Context: an optimization exercise on an open-source flow, tuned for small area, a short achievable clock period and few clock cycles. The choices shown serve that exercise and are no tape-out recipe. Function was checked by simulation only, so behaviour that the tests miss may differ from the original. No activity file was given, so power comes from the tool's default toggle rates.

===== design.v =====
`timescale 1ns/10ps
module CLE ( clk, reset, rom_q, rom_a, sram_q, sram_a, sram_d, sram_wen, finish);
input         clk;
input         reset;
input  [7:0]  rom_q;
output [6:0]  rom_a;
input  [7:0]  sram_q;
output [9:0]  sram_a;
output [7:0]  sram_d;
output        sram_wen;
output        finish;
reg  [9:0] sram_a;
reg  [7:0] sram_d;
reg        sram_wen;
reg        finish;
reg  [7:0] fa;       
reg        rv;       
reg  [7:0] cw;       
reg  [6:0] cwi;
reg  [7:0] nb;       
reg  [6:0] nbi;
reg        nbv;
assign rom_a = (fa[6:0] == 7'd127) ? 7'd0 : fa[6:0];
wire [7:0] q_rev = {rom_q[0], rom_q[1], rom_q[2], rom_q[3],
                    rom_q[4], rom_q[5], rom_q[6], rom_q[7]};
wire [7:0] qm = q_rev & {~(fa[6:0] == 7'd127), 6'b111111, ~(fa[6:0] == 7'd0)};
wire       cw_nz  = |cw;
wire       avail  = cw_nz | nbv;
wire [7:0] srcw   = cw_nz ? cw : nb;
wire [6:0] srci   = cw_nz ? cwi : nbi;
reg  [2:0] off;
always @(*) begin
    casez (srcw)
    8'b???????1: off = 3'd0;
    8'b??????10: off = 3'd1;
    8'b?????100: off = 3'd2;
    8'b????1000: off = 3'd3;
    8'b???10000: off = 3'd4;
    8'b??100000: off = 3'd5;
    8'b?1000000: off = 3'd6;
    default:     off = 3'd7;
    endcase
end
wire [9:0] nextpix = {srci, off};
wire       done    = fa[7] & ~cw_nz & ~nbv;
reg        take;                        
wire       nb_move = nbv & ~cw_nz;      
wire       accept  = rv & ~fa[7] & (~nbv | nb_move);
always @(posedge clk or posedge reset) begin
    if (reset) begin
        fa  <= 8'd0;
        rv  <= 1'b0;
        cw  <= 8'd0;
        nbv <= 1'b0;
    end else begin
        rv <= ~accept;
        if (accept) fa <= fa + 8'd1;
        if (nb_move) begin
            cw  <= take ? (nb & (nb - 8'd1)) : nb;
            cwi <= nbi;
        end else if (take) begin
            cw <= cw & (cw - 8'd1);
        end
        if (accept) begin
            nbv <= |qm;
            nb  <= qm;
            nbi <= fa[6:0];
        end else if (nb_move) begin
            nbv <= 1'b0;
        end
    end
end
localparam WAIT = 4'd0, RS0 = 4'd1, RS1 = 4'd2, RS2 = 4'd3, RS3 = 4'd4,
           RS4 = 4'd5, CMP = 4'd6, PUT = 4'd7, SLW = 4'd8, FIN = 4'd9;
reg  [3:0] st;
reg  [9:0] pos;
reg  [7:0] NWv, Nv, NEv, Wv, NQ, Mv;
reg        Lz;           
reg  [3:0] mods;         
reg  [7:0] newv;         
wire [4:0] r = pos[9:5];
wire [4:0] c = pos[4:0];
wire [4:0] rm1 = r - 5'd1;
wire [7:0] Lval = Lz ? 8'd0 : Mv;
wire [7:0] m01  = (NWv > Nv)  ? NWv : Nv;
wire [7:0] m23  = (NEv > Wv)  ? NEv : Wv;
wire [7:0] max4 = (m01 > m23) ? m01 : m23;
wire       gt   = max4 > newv;
wire [7:0] m    = gt ? max4 : newv;
wire       nz0  = (newv == 8'd0);
wire [3:0] mods_n = {(NWv != 8'd0) & (NWv != m), (Nv != 8'd0) & (Nv != m),
                     (NEv != 8'd0) & (NEv != m), (Wv != 8'd0) & (Wv != m)};
wire       cont = avail & (nextpix == pos + 10'd1) & (c != 5'd31);
always @(*) begin
    take = 1'b0;
    case (st)
    WAIT: take = avail;
    PUT:  take = avail & (mods == 4'd0);
    SLW:  take = avail & ((mods & (mods - 4'd1)) == 4'd0);
    default: take = 1'b0;
    endcase
end
always @(posedge clk or posedge reset) begin
    if (reset) begin
        st       <= WAIT;
        sram_wen <= 1'b1;
        finish   <= 1'b0;
        newv     <= 8'd250;
        Lz       <= 1'b1;
    end else begin
        sram_wen <= 1'b1;
        case (st)
        WAIT: begin
            if (avail) begin
                pos <= nextpix;
                Wv  <= cont ? Lval : 8'd0;
                st  <= RS0;
            end else if (done) st <= FIN;
        end
        RS0: begin
            sram_a <= {rm1, c - 5'd1};
            st <= RS1;
        end
        RS1: begin
            sram_a <= {rm1, c};
            st <= RS2;
        end
        RS2: begin
            sram_a <= {rm1, c + 5'd1};
            NWv <= sram_q;
            st <= RS3;
        end
        RS3: begin
            sram_a <= {rm1, c + 5'd2};
            Nv <= sram_q;
            st <= RS4;
        end
        RS4: begin
            NEv <= sram_q;
            st <= CMP;
        end
        CMP: begin
            sram_a <= {rm1, c + 5'd3};
            NQ   <= sram_q;
            Mv   <= m;
            Lz   <= nz0;
            mods <= mods_n;
            if (nz0 | ~gt) newv <= newv - 8'd1;
            st <= PUT;
        end
        PUT: begin
            sram_a   <= pos;
            sram_d   <= Lval;
            sram_wen <= 1'b0;
            if (mods != 4'd0) st <= SLW;
            else if (cont) begin
                pos <= pos + 10'd1;
                NWv <= Nv;
                Nv  <= NEv;
                NEv <= NQ;
                Wv  <= Lval;
                st  <= CMP;
            end else if (avail) begin
                pos <= nextpix;
                Wv  <= 8'd0;
                st  <= RS0;
            end else if (done) st <= FIN;
            else st <= WAIT;
        end
        SLW: begin
            sram_d   <= Mv;
            sram_wen <= 1'b0;
            if (mods[3])      begin sram_a <= {rm1, c - 5'd1}; mods[3] <= 1'b0; end
            else if (mods[2]) begin sram_a <= {rm1, c};        mods[2] <= 1'b0; end
            else if (mods[1]) begin sram_a <= {rm1, c + 5'd1}; mods[1] <= 1'b0; end
            else              begin sram_a <= {r, c - 5'd1};   mods[0] <= 1'b0; end
            if ((mods & (mods - 4'd1)) == 4'd0) begin
                if (avail) begin
                    pos <= nextpix;
                    Wv  <= cont ? Lval : 8'd0;
                    st  <= RS0;
                end else if (done) st <= FIN;
                else st <= WAIT;
            end
        end
        FIN: begin
            finish <= 1'b1;
        end
        default: st <= WAIT;
        endcase
    end
end
endmodule

===== run.sh =====
#!/bin/bash
# synth_recipe.tcl (not shown) runs the flow's synth.tcl, then flattens the netlist and writes it again
# the make line also repeats each setting of config.mk as NAME=value (left out here)
make -C /OpenROAD-flow-scripts/flow DESIGN_CONFIG=/design/flow/config.mk WORK_HOME=/design/flow/orfs CLKGATE_MAP_FILE= SYNTH_SCRIPT=/design/flow/synth_recipe.tcl finish

===== config.mk =====
export PLATFORM = sky130hd
export DESIGN_NAME = CLE
export DESIGN_NICKNAME = CLE
export VERILOG_FILES = /design/flow/design.v
export SDC_FILE = /design/flow/constraint.sdc
export NUM_CORES = 4
export LEC_CHECK = 0
export CAP_MARGIN = 30
export CORE_MARGIN = 2
export CORE_UTILIZATION = 60
export PLACE_DENSITY = 0.7
export SLEW_MARGIN = 20

===== constraint.sdc =====
create_clock -name core_clock -period 9.0 [get_ports {clk}]
set_input_delay 1.8000 -clock core_clock [delete_from_list [all_inputs] [get_ports {clk}]]
set_output_delay 1.8000 -clock core_clock [all_outputs]
set_load 0.01 [all_outputs]

==> results.tsv, run 1 <==
stage	metric	value	unit
hold_path	hp-class	reg -> reg	
job	maxCapViolations	0	
global_routing	grt_pass1_vias	7556	
route	wl_per_cell	22.0	um
timing	finalSetupViolations	0	
global_routing	grt_overflow_total	0	
global_routing	grt.total_usage	0.330	
worst_setup_path	start_kind	flop	
route	routed_via_density	6.62	
yosys	seq_area_frac_synth	0.419	
yosys	synthesis.nets	1044	
floorplanning	top_level_ports	45	
yosys	synth_largest_area_cell	edfxtp_1	
worst_setup_path	critPathKind	reg -> reg	
floorplanning	die_h	128	um
placed_design	dp_worst_setup_slack	2.60	ns
cells_and_area	nets	1060	
worst_setup_path	endpoint_kind	flop	
global_routing	grt_max_degree	35	
clock_tree	worstSkewPairLatency	0.42	ns
timing	tns	0	ns
clock_tree	post_cts_buffers	0	
yosys	yosys_warnings	1	
timing	rsz0062_at_grt	false	
floorplanning	core-area	15100	sq um
placed_design	gp_congestion	1.04	
timing	slew_viol_final	0	
clock_tree	cts_hold_buf	0	
clock_tree	cts_sinks	135	
worst_setup_path	timing.rr.start	Wv[7]	
timing	hold_viol	0	
clock_tree	cts-resized-gates	0	
timing	clock.fmax	151	MHz
clock_tree	root_buffer	clkbuf_16	
power_and_ir_drop	finalPower	3.32	mW
yosys	synthCells	982	
worst_setup_path	crit_fanout	13	
worst_setup_path	r2r_cells	21	
cells_and_area	area_growth	12.7	%
power_and_ir_drop	p_leak	4.06	nW
hold_path	whs_path_depth	0	
route	ant_nets	0	
timing	tightestPinTransition	1.00	ns
clock_tree	htree_levels	4	
clock_tree	cts.clk_slew.worst_paths	0.06	ns
timing	slew_headroom	0.330	
yosys	synthTopCellsByArea	edfxtp_1 33%, xnor2_1 7.4%, dfrtp_1 6.7%, ha_1 5.9%, nand2_1 4.0%	
worst_setup_path	startpoint	Wv[7]	
yosys	ys_ff_latch	135	
floorplanning	die_w	128	um
power_and_ir_drop	ir_worst_vdd	0.000182	V
yosys	avgSynthCellArea	9.47	sq um
route	drt-initial-drc-count	1077	
timing	worst_slack	2.36	ns
floorplanning	die-area	16500	sq um
yosys	syn_area	9300	sq um
yosys	synth_top_area_share	0.330	
placed_design	dp.final_hpwl	19700	um
worst_setup_path	worstPathArrival	6.99	ns
clock_tree	numCtsBuffers	17	
hold_path	min_from	nbi[3]	
yosys	synth_flop_cell	edfxtp_1	
route	drt_first_pass_iters	7	
yosys	async_flop_share	0.244	
route	route.detailed.drc	0	
worst_setup_path	critPathRequiredTime	9.35	ns
global_routing	antenna_found_initial	0	
cells_and_area	num_antenna_cells	0	
cells_and_area	drive_gt1_frac	0.0752	
yosys	synth_cell_types	78	
placed_design	io_buffers	44	
clock_tree	cts_tree	built	
global_routing	grt_pass1_wl	41600	um
floorplanning	initial_utilization	0.614	
clock_tree	clk_path_buf_depth	2	
timing	final.setup_skew	0.00957	ns
floorplanning	row_count	45	
route	vias	7936	
yosys	synth_edf_count	102	
timing	layout_min_cycle_time	6.64	ns
power_and_ir_drop	power_per_cell_area	317	nW/um^2
route	wirelength	26300	um
timing	period_share	0.738	
run_status	status	finished clean	
sequential cells by signal (all words and copies together), names as in the netlist:
register,flops
mods,4
cw,8
sram_a,10
cwi,7
NQ,8
sram_d,8
Wv,8
NEv,8
newv,8
st,4
nbv,1
rv,1
finish,1
sram_wen,1
pos,10
Lz,1
nbi,7
fa,8
Nv,8
nb,8
Mv,8
NWv,8
routing by layer:
metal,up-vias,share of wire,track usage
met1,3827,0.44,0.479
met3,49,0.090,0.0586
met2,456,0.45,0.513
met5,-,0,0
li1,3604,-,-
met4,0,0.020,0.0931
cell usage in the layout (no fill, tap or decap), drive strengths merged, types with 6 or more instances in the layout:
master           n
mux2i           18
nor3            22
a21oi           59
dfstp            8
inv             66
nand2b           6
a21o             7
nor2            58
ha              44
edfxtp         102
o211ai           8
nor2b            6
clkbuf          17
and3            13
clkdlybuf4s50   44
a211oi           8
mux2             6
dfrtp           25
o31ai           10
buf              9
nand4           28
nand2          101
a2111oi          7
o21a            12
nand3           26
nor4            19
o21ai           72
and2            25
xor2            23
xnor2           79
power breakdown:
group / leakage [nW] / internal [mW] / switching (mW)
registers: 1.31 / 0.863 / 0.233
logic: 2.43 / 0.608 / 0.854
clock network: 0.320 / 0.455 / 0.310
worst max-delay path: stages (launching register included):
cell and delay [ns]:
edfxtp_1 0.70, inv_1 0.10, ha_1 0.34, nand4_1 0.17, o21a_1 0.28, nor2_1 0.68, a21oi_1 0.32, ha_1 0.40
nand4_1 0.13, o21a_1 0.20, nor2_1 0.55, buf_6 0.23, mux2i_1 0.26, ha_1 0.28, nor2b_1 0.13, o21a_1 0.16
o21a_1 0.16, o21bai_1 0.20, a21o_1 0.36, o21bai_1 0.30, nor4b_1 0.44, xnor2_1 0.16
path summary, 6_finish.rpt:
kind	slack, ns	end
min	0.52	cwi[3]
min reg2reg	0.52	cwi[3]
min in group asynchronous	2.20	fa[0]
max in group asynchronous	6.45	newv[6]
max reg2reg	2.36	newv[7]
max	2.36	newv[7]
cells by family (layout without fill, tap and decap cells):
logic type | Yosys count | count (layout) | synth area share
mux | 24 | 24 | 0.0267
simple gates | 331 | 331 | 0.185
flops | 135 | 135 | 0.419
compound gates | 231 | 231 | 0.163
xor+xnor | 103 | 103 | 0.0985
fa+ha+maj | 45 | 45 | 0.0603
buf+inv | 113 | 142 | 0.0466
synthesized netlist by cell type (6+ instances only):
cell type  number
a21oi_1        59
and3_1         13
and2_1         25
xnor2_1        79
a211oi_1        7
inv_1          57
mux2i_1        18
ha_1           44
dfstp_2         8
edfxtp_1      102
o31ai_1        10
o21a_1         12
nand2_1       100
nor2_1         57
nand2b_1        6
xor2_1         23
o211ai_1        8
a21o_1          7
nor4_1         17
dfrtp_1        25
nor2b_1         6
clkbuf_1       47
nand4_1        28
nand3_1        26
o21ai_0        68
nor3_1         21
cell type report:
type,instances,area (sq um)
Inverter,57,214
Fill cell,1144,4670
Timing Repair Buffer,53,512
Clock buffer,17,425
Tap cell,188,235
Sequential cell,135,3900
Multi-Input combinational cell,734,4970
Clock inverter,15,225
through the flow:
step           cells  area, sq um  hold slack, ns  utilization
2_1_floorplan    982         9300           0.426            -
3_3_place_gp    1163         9790           0.480        0.647
3_5_place_dp    1166         9820           0.498        0.648
4_1_cts         1198        10500           0.518        0.691
5_1_grt         1199        10500           0.537        0.692
6_report        1199        10500           0.516        0.692
Testbench counts, summed over its fixed seeds: cycles 59,394.
==> inputs of run 2 (changes only) <==
--- a/config.mk
+++ b/config.mk
@@ -7,2 +7,3 @@
 export LEC_CHECK = 0
+export ABC_CLOCK_PERIOD_IN_PS = 3000
 export CAP_MARGIN = 30
==> results.tsv, run 2 <==
stage	metric	value	unit	change
route	drt_first_pass_iters	7		unchanged
clock_tree	htree_levels	4		unchanged
cells_and_area	num_antenna_cells	0		unchanged
clock_tree	cts_tree	built		
worst_setup_path	worstPathArrival	6.99	ns	about the same
placed_design	dp.final_hpwl	19700	um	unchanged
yosys	synthesis.nets	1044		unchanged
clock_tree	post_cts_buffers	0		unchanged
timing	slew_headroom	0.330		unchanged
yosys	avgSynthCellArea	9.47	sq um	unchanged
yosys	synth_largest_area_cell	edfxtp_1		
power_and_ir_drop	power_per_cell_area	317	nW/um^2	unchanged
timing	clock.fmax	151	MHz	unchanged
hold_path	hp-class	reg -> reg		
yosys	synthCells	982		unchanged
placed_design	gp_congestion	1.04		unchanged
timing	layout_min_cycle_time	6.64	ns	unchanged
floorplanning	core-area	15100	sq um	unchanged
route	routed_via_density	6.62		unchanged
power_and_ir_drop	clock_power_share	0.230		about the same
cells_and_area	fillCellCount	1144		unchanged
floorplanning	initial_utilization	0.614		unchanged
cells_and_area	design_area	10500	sq um	unchanged
route	wirelength	26300	um	unchanged
power_and_ir_drop	p_int	1.93	mW	unchanged
global_routing	grt_overflow_total	0		unchanged
yosys	yosys_warnings	1		unchanged
yosys	synth.most_common_cell	edfxtp_1		
clock_tree	cts_sinks	135		unchanged
route	ant_nets	0		unchanged
floorplanning	die-area	16500	sq um	unchanged
global_routing	grt.total_usage	0.330		unchanged
clock_tree	worstSkewPairLatency	0.42	ns	about the same
global_routing	antenna_found_initial	0		unchanged
clock_tree	numCtsBuffers	17		unchanged
cells_and_area	nets	1060		unchanged
yosys	synth_cell_types	78		unchanged
power_and_ir_drop	swShare	0.420		unchanged
worst_setup_path	endpoint_kind	flop		
cells_and_area	layout_commonest_cell	edfxtp_1		
yosys	synth_edf_count	102		unchanged
clock_tree	cts_hold_buf	0		unchanged
timing	hold_viol	0		unchanged
worst_setup_path	start_kind	flop		
power_and_ir_drop	p_leak	4.06	nW	unchanged
timing	hold-worst-slack	0.516	ns	unchanged
power_and_ir_drop	finalPower	3.32	mW	unchanged
yosys	synthTopCellsByArea	edfxtp_1 33%, xnor2_1 7.4%, dfrtp_1 6.7%, ha_1 5.9%, nand2_1 4.0%		
power_and_ir_drop	seqPwrFrac	0.330		about the same
floorplanning	row_count	45		unchanged
route	wl_per_cell	22.0	um	unchanged
timing	period_share	0.738		unchanged
timing	tns	0	ns	unchanged
cells_and_area	multi_input_area	4970	sq um	unchanged
cells_and_area	fin_util	0.692		unchanged
placed_design	placed_area	9820	sq um	unchanged
timing	final.setup_skew	0.00957	ns	unchanged
route	drt-initial-drc-count	1077		unchanged
placed_design	io_buffers	44		unchanged
yosys	synth_top_area_share	0.330		unchanged
power_and_ir_drop	pwr-share-comb	0.440		about the same
floorplanning	die_w	128	um	unchanged
worst_setup_path	critPathRequiredTime	9.35	ns	about the same
yosys	ys_top_cells_by_count	102 x edfxtp_1, 100 x nand2_1, 79 x xnor2_1, 68 x o21ai_0, 59 x a21oi_1		
global_routing	grt_pass1_vias	7556		unchanged
cells_and_area	register_area	3900	sq um	unchanged
cells_and_area	reg_top3	pos (10), sram_a (10)		
clock_tree	cts.clk_slew.worst_paths	0.06	ns	about the same
worst_setup_path	crit_fanout	13		unchanged
timing	slew_viol_final	0		unchanged
yosys	seq_area_frac_synth	0.419		unchanged
cells_and_area	area_growth	12.7	%	unchanged
yosys	synth_flop_cell	edfxtp_1		
global_routing	grt_max_degree	35		unchanged
timing	rsz0062_at_grt	false		
worst_setup_path	critPathKind	reg -> reg		
cells_and_area	final_cell_mix	102 x edfxtp_1, 100 x nand2_1, 79 x xnor2_1		
yosys	async_flop_share	0.244		unchanged
cells_and_area	drive_gt1_frac	0.0752		unchanged
floorplanning	top_level_ports	45		unchanged
floorplanning	die_h	128	um	unchanged
job	maxCapViolations	0		unchanged
clock_tree	clk_path_buf_depth	2		unchanged
global_routing	grt_pass1_wl	41600	um	unchanged
yosys	ys_ff_latch	135		unchanged
run_status	status	finished clean		
clock_tree	root_buffer	clkbuf_16		
route	vias	7936		unchanged
route	route.detailed.drc	0		unchanged
yosys	syn_area	9300	sq um	unchanged
power_and_ir_drop	ir_worst_vdd	0.000182	V	unchanged
power_and_ir_drop	p_sw	1.40	mW	unchanged
timing	tightestPinTransition	1.00	ns	unchanged
timing	finalSetupViolations	0		unchanged
clock_tree	cts-resized-gates	0		unchanged
run 2: cell counts in the layout (fill, tap and decap cells not counted):
No cell type changed its count.
run 2: power groups by stage:
| stage | combinational (mW) | sequential, mW | clock [mW] |
|---|---|---|---|
| 2_1_floorplan | 1.12 | 0.959 | 0 |
| 3_3_place_gp | 1.37 | 1.09 | 0 |
| 3_5_place_dp | 1.42 | 1.10 | 0 |
| 4_1_cts | 1.43 | 1.09 | 0.766 |
| 5_1_grt | 1.61 | 1.11 | 0.793 |
| 6_report | 1.46 | 1.10 | 0.765 |
run 2: stage by stage:
| stage | std cells | setup WS [ns] |
|---|---|---|
| global placement | 1163 | 2.36 |
| finish | 1199 | 2.36 |
| global route | 1199 | 1.87 |
| CTS | 1198 | 2.55 |
| floorplan | 982 | 3.35 |
| detailed placement | 1166 | 2.60 |
run 2: metal layers:
layer / vias to the layer above / track usage / wire [um]
met5: - / 0 / 0
met4: 0 / 0.0931 / 515
met3: 49 / 0.0586 / 2370
met2: 456 / 0.513 / 12000
met1: 3827 / 0.479 / 11500
li1: 3604 / - / -
run 2: worst max-delay path, stage by stage, from the launching register on:
cell      delay (ns)
edfxtp_1        0.70
inv_1           0.10
ha_1            0.34
nand4_1         0.17
o21a_1          0.28
nor2_1          0.68
a21oi_1         0.32
ha_1            0.40
nand4_1         0.13
o21a_1          0.20
nor2_1          0.55
buf_6           0.23
mux2i_1         0.26
ha_1            0.28
nor2b_1         0.13
o21a_1          0.16
o21a_1          0.16
o21bai_1        0.20
a21o_1          0.36
o21bai_1        0.30
nor4b_1         0.44
xnor2_1         0.16
run 2: layout make-up:
cell class | count | area share
Multi-Input combinational cell | 734 | 0.474
Sequential cell | 135 | 0.372
Timing Repair Buffer | 53 | 0.0488
Clock buffer | 17 | 0.0406
Tap cell | 188 | 0.0225
Clock inverter | 15 | 0.0215
Inverter | 57 | 0.0204
run 2: kinds of logic after synthesis:
logic type | share of synthesized area
AND/OR/NAND/NOR | 0.185
adder cells (fa/ha/maj) | 0.0603
flip-flops | 0.419
XOR/XNOR | 0.0985
buffers and inverters | 0.0466
AO/OA/AOI/OAI | 0.163
multiplexers | 0.0267
run 2: final timing paths:
kind	from	to	slack, ns	cells after the start
worst min-delay path	nbi[3]	cwi[3]	0.52	0
max in group asynchronous	reset	newv[6]	6.45	3
worst max-delay path	Wv[7]	newv[7]	2.36	21
min in group asynchronous	reset	fa[0]	2.20	3
worst min register to register	nbi[3]	cwi[3]	0.52	0
worst max register to register	Wv[7]	newv[7]	2.36	21
==> inputs of run 3 (changes only) <==
--- a/config.mk
+++ b/config.mk
@@ -7,7 +7,6 @@
 export LEC_CHECK = 0
-export ABC_CLOCK_PERIOD_IN_PS = 3000
 export CAP_MARGIN = 30
 export CORE_MARGIN = 2
-export CORE_UTILIZATION = 60
-export PLACE_DENSITY = 0.7
+export CORE_UTILIZATION = 12
+export PLACE_DENSITY = 0.2
 export SLEW_MARGIN = 20
==> results.tsv, run 3 <==
stage	metric	value	unit	change
power_and_ir_drop	clock_power_share	0.221		-0.009
global_routing	grt_pass1_vias	7981		+5.6%
floorplanning	die-area	79700	sq um	+380%
route	vias	7641		-3.7%
hold_path	min_to	cwi[6]		
worst_setup_path	r2r_cells	19		-9.5%
route	route.detailed.drc	0		unchanged
yosys	ys_top_cells_by_count	102 x edfxtp_1, 100 x nand2_1, 79 x xnor2_1, 68 x o21ai_0, 59 x a21oi_1		
worst_setup_path	endpoint_kind	flop		
yosys	synth_cell_types	78		unchanged
cells_and_area	fillCellCount	8743		+660%
worst_setup_path	worstPathArrival	6.79	ns	-0.20 ns
floorplanning	core-area	77100	sq um	+410%
cells_and_area	nets	1070		+0.94%
worst_setup_path	start_kind	flop		
cells_and_area	reg_top3	pos (10), sram_a (10)		
power_and_ir_drop	finalPower	3.44	mW	+3.7%
power_and_ir_drop	p_sw	1.56	mW	+12%
yosys	synthTopCellsByArea	edfxtp_1 33%, xnor2_1 7.4%, dfrtp_1 6.7%, ha_1 5.9%, nand2_1 4.0%		
floorplanning	die_h	282	um	+120%
clock_tree	cts_hold_buf	0		unchanged
worst_setup_path	r2r_end	Mv[7]		
yosys	synth_edf_count	102		unchanged
timing	finalSetupViolations	0		unchanged
worst_setup_path	critPathKind	reg -> reg		
yosys	synth_flop_cell	edfxtp_1		
cells_and_area	drive_gt1_frac	0.0852		+0.0100
clock_tree	cts.clk_slew.worst_paths	0.08	ns	+0.02 ns
worst_setup_path	crit_fanout	18		+5
timing	final.setup_skew	0.0154	ns	+0.00578 ns
route	drt-initial-drc-count	471		-56%
yosys	synthesis.nets	1044		unchanged
timing	hold_viol	0		unchanged
cells_and_area	area_growth	24.6	%	
hold_path	hp-class	reg -> reg		
global_routing	grt_max_degree	35		unchanged
clock_tree	htree_levels	4		unchanged
yosys	seq_area_frac_synth	0.419		unchanged
clock_tree	clk_path_buf_depth	2		unchanged
timing	rsz0062_at_grt	false		
yosys	yosys_warnings	1		unchanged
global_routing	grt_overflow_total	0		unchanged
floorplanning	initial_utilization	0.121		-0.493
global_routing	grt.total_usage	0.102		-0.228
timing	layout_min_cycle_time	6.56	ns	-0.0802 ns
route	wl_per_cell	19.1	um	-13%
route	wirelength	39300	um	+49%
floorplanning	die_w	282	um	+120%
yosys	ys_ff_latch	135		unchanged
timing	tightestPinTransition	0.884	ns	-0.119 ns
power_and_ir_drop	seqPwrFrac	0.318		-0.012
timing	tns	0	ns	unchanged
cells_and_area	layout_commonest_cell	edfxtp_1		
timing	slew_viol_final	0		unchanged
clock_tree	cts-resized-gates	0		unchanged
global_routing	use_met2	0.160		-0.352
timing	slew_headroom	0.404		+0.0738
global_routing	grt_util_met1	0.138		-0.341
yosys	synthCells	982		unchanged
power_and_ir_drop	ir_worst_vdd	0.000106	V	-42%
hold_path	whs_path_depth	0		unchanged
timing	period_share	0.729		-0.00891
placed_design	io_buffers	44		unchanged
power_and_ir_drop	p_int	1.88	mW	-2.2%
yosys	syn_area	9300	sq um	unchanged
yosys	synth_top_area_share	0.330		unchanged
route	drt_first_pass_iters	5		-2
power_and_ir_drop	power_per_cell_area	297	nW/um^2	-6.2%
global_routing	busiest_layer	met2		
placed_design	dp.final_hpwl	30000	um	+52%
floorplanning	top_level_ports	45		unchanged
worst_setup_path	rrSetupSlack	2.44	ns	+0.08 ns
global_routing	antenna_found_initial	1		+1
clock_tree	numCtsBuffers	17		unchanged
clock_tree	post_cts_buffers	0		unchanged
hold_path	min_from	nbi[6]		
yosys	async_flop_share	0.244		unchanged
worst_setup_path	timing.rr.start	NWv[5]		
route	ant_nets	0		unchanged
timing	clock.fmax	152	MHz	+1.2%
global_routing	grtUsageMet3	0.0209		-0.0377
route	routed_via_density	3.71		-44%
yosys	synth.most_common_cell	edfxtp_1		
floorplanning	row_count	102		+130%
yosys	avgSynthCellArea	9.47	sq um	unchanged
placed_design	gp_congestion	0.749		-28%
run_status	status	finished clean		
yosys	synth_largest_area_cell	edfxtp_1		
clock_tree	worstSkewPairLatency	0.49	ns	+0.07 ns
clock_tree	cts_tree	built		
power_and_ir_drop	pwr-share-comb	0.461		+0.021
job	maxCapViolations	0		unchanged
clock_tree	root_buffer	clkbuf_16		
power_and_ir_drop	p_leak	4.08	nW	+0.65%
worst_setup_path	critPathRequiredTime	9.23	ns	-0.12 ns
power_and_ir_drop	swShare	0.453		+0.0326
clock_tree	cts_sinks	135		unchanged
cells_and_area	final_cell_mix	102 x edfxtp_1, 100 x nand2_1, 79 x xnor2_1		
global_routing	grt_pass1_wl	58000	um	+39%
[run 3: layer usage]
metal	share of wire	up-vias
met1	0.48	3809
met3	0.032	44
met2	0.46	149
met5	0.00033	-
met4	0.023	2
li1	-	3637
[run 3: kinds of logic (layout without fill, tap and decap cells)]
| logic type | after synthesis | count (layout) | synth area share |
|---|---|---|---|
| other | 0 | 1 | 0 |
| AO/OA/AOI/OAI | 231 | 231 | 0.163 |
| AND/OR/NAND/NOR | 331 | 331 | 0.185 |
| XOR/XNOR | 103 | 103 | 0.0985 |
| multiplexers | 24 | 24 | 0.0267 |
| adder cells (fa/ha/maj) | 45 | 45 | 0.0603 |
| buffers and inverters | 113 | 152 | 0.0466 |
| flip-flops | 135 | 135 | 0.419 |
[run 3: worst max-delay path, cell delays in order, from the launching register on]
cell and delay, ns:
edfxtp_1 0.63, ha_1 0.43, nand4_1 0.26, o211ai_1 0.36, nand2_2 0.25, o21ai_0 0.76, nand2_1 0.23, ha_1 0.37
nand4_1 0.14, o21a_1 0.20, nor2_1 0.10, buf_4 0.26, mux2i_1 0.64, ha_1 0.27, a21o_1 0.12, a21o_1 0.12
a21oi_1 0.10, a21oi_1 0.41, buf_4 0.30, mux2_2 0.35
[run 3: stage by stage]
stage	cells	cell area [sq um]	utilization	hold WS (ns)	setup slack, ns
2_1_floorplan	982	9300	-	0.426	3.35
3_3_place_gp	2026	11000	0.142	0.447	2.20
3_5_place_dp	2029	11000	0.142	0.459	2.43
4_1_cts	2061	11600	0.150	0.484	2.36
5_1_grt	2061	11600	0.150	0.500	1.88
6_report	2062	11600	0.150	0.476	2.44
[run 3: power by group through the flow]
stage / Sequential, mW / Clock (mW) / Combinational [mW]
6_report: 1.09 / 0.762 / 1.59
5_1_grt: 1.12 / 0.825 / 1.79
4_1_cts: 1.10 / 0.806 / 1.63
3_5_place_dp: 1.12 / 0 / 1.62
3_3_place_gp: 1.12 / 0 / 1.66
2_1_floorplan: 0.959 / 0 / 1.12
[run 3: how the worst max path moves through the flow]
stage	from	to	cells after the start
after floorplan	Nv[5]	newv[7]	24
after global placement	NWv[5]	mods[0]	20
after detailed placement	NWv[5]	mods[0]	20
after CTS	NWv[5]	mods[0]	20
after global routing	Nv[7]	newv[6]	21
final	NWv[5]	Mv[7]	19
[run 3: area by class of cell]
cell class,instances,area (sq um),share of cell area
multi-input cells,734,4980,0.430
flip-flops and latches,135,3900,0.337
well taps,1040,1300,0.112
repair buffers,63,584,0.0504
clock buffers,17,425,0.0367
inverters,57,214,0.0185
clock inverters,15,176,0.0152
diodes,1,2.50,0.000216

==> static timing again, ports no longer ideal <==
The results above use ideal ports. As a check the final layouts listed here were re-extracted and re-timed, cells and wires unchanged.
Step 1, drivers: a clkbuf_16 drives clk and a buf_2 each remaining input, both assumed.
Step 2 times the ports against the registers' clock, not the clock port: input delays grow and output delays shrink by t, the midpoint of the rising clock arrivals with the driver on.
Three values: ideal, step 1, step 2; two values: the first two.
run | t, ns | setup slack, ns | worst setup path after step 2
run 1 | 0.463 | 2.362 / 2.362 / 2.362 | register to register
run 2 | 0.463 | 2.362 / 2.362 / 2.362 | register to register
run 3 | 0.541 | 2.442 / 2.442 / 2.442 | register to register
After both steps setup and hold are still met in every run listed.
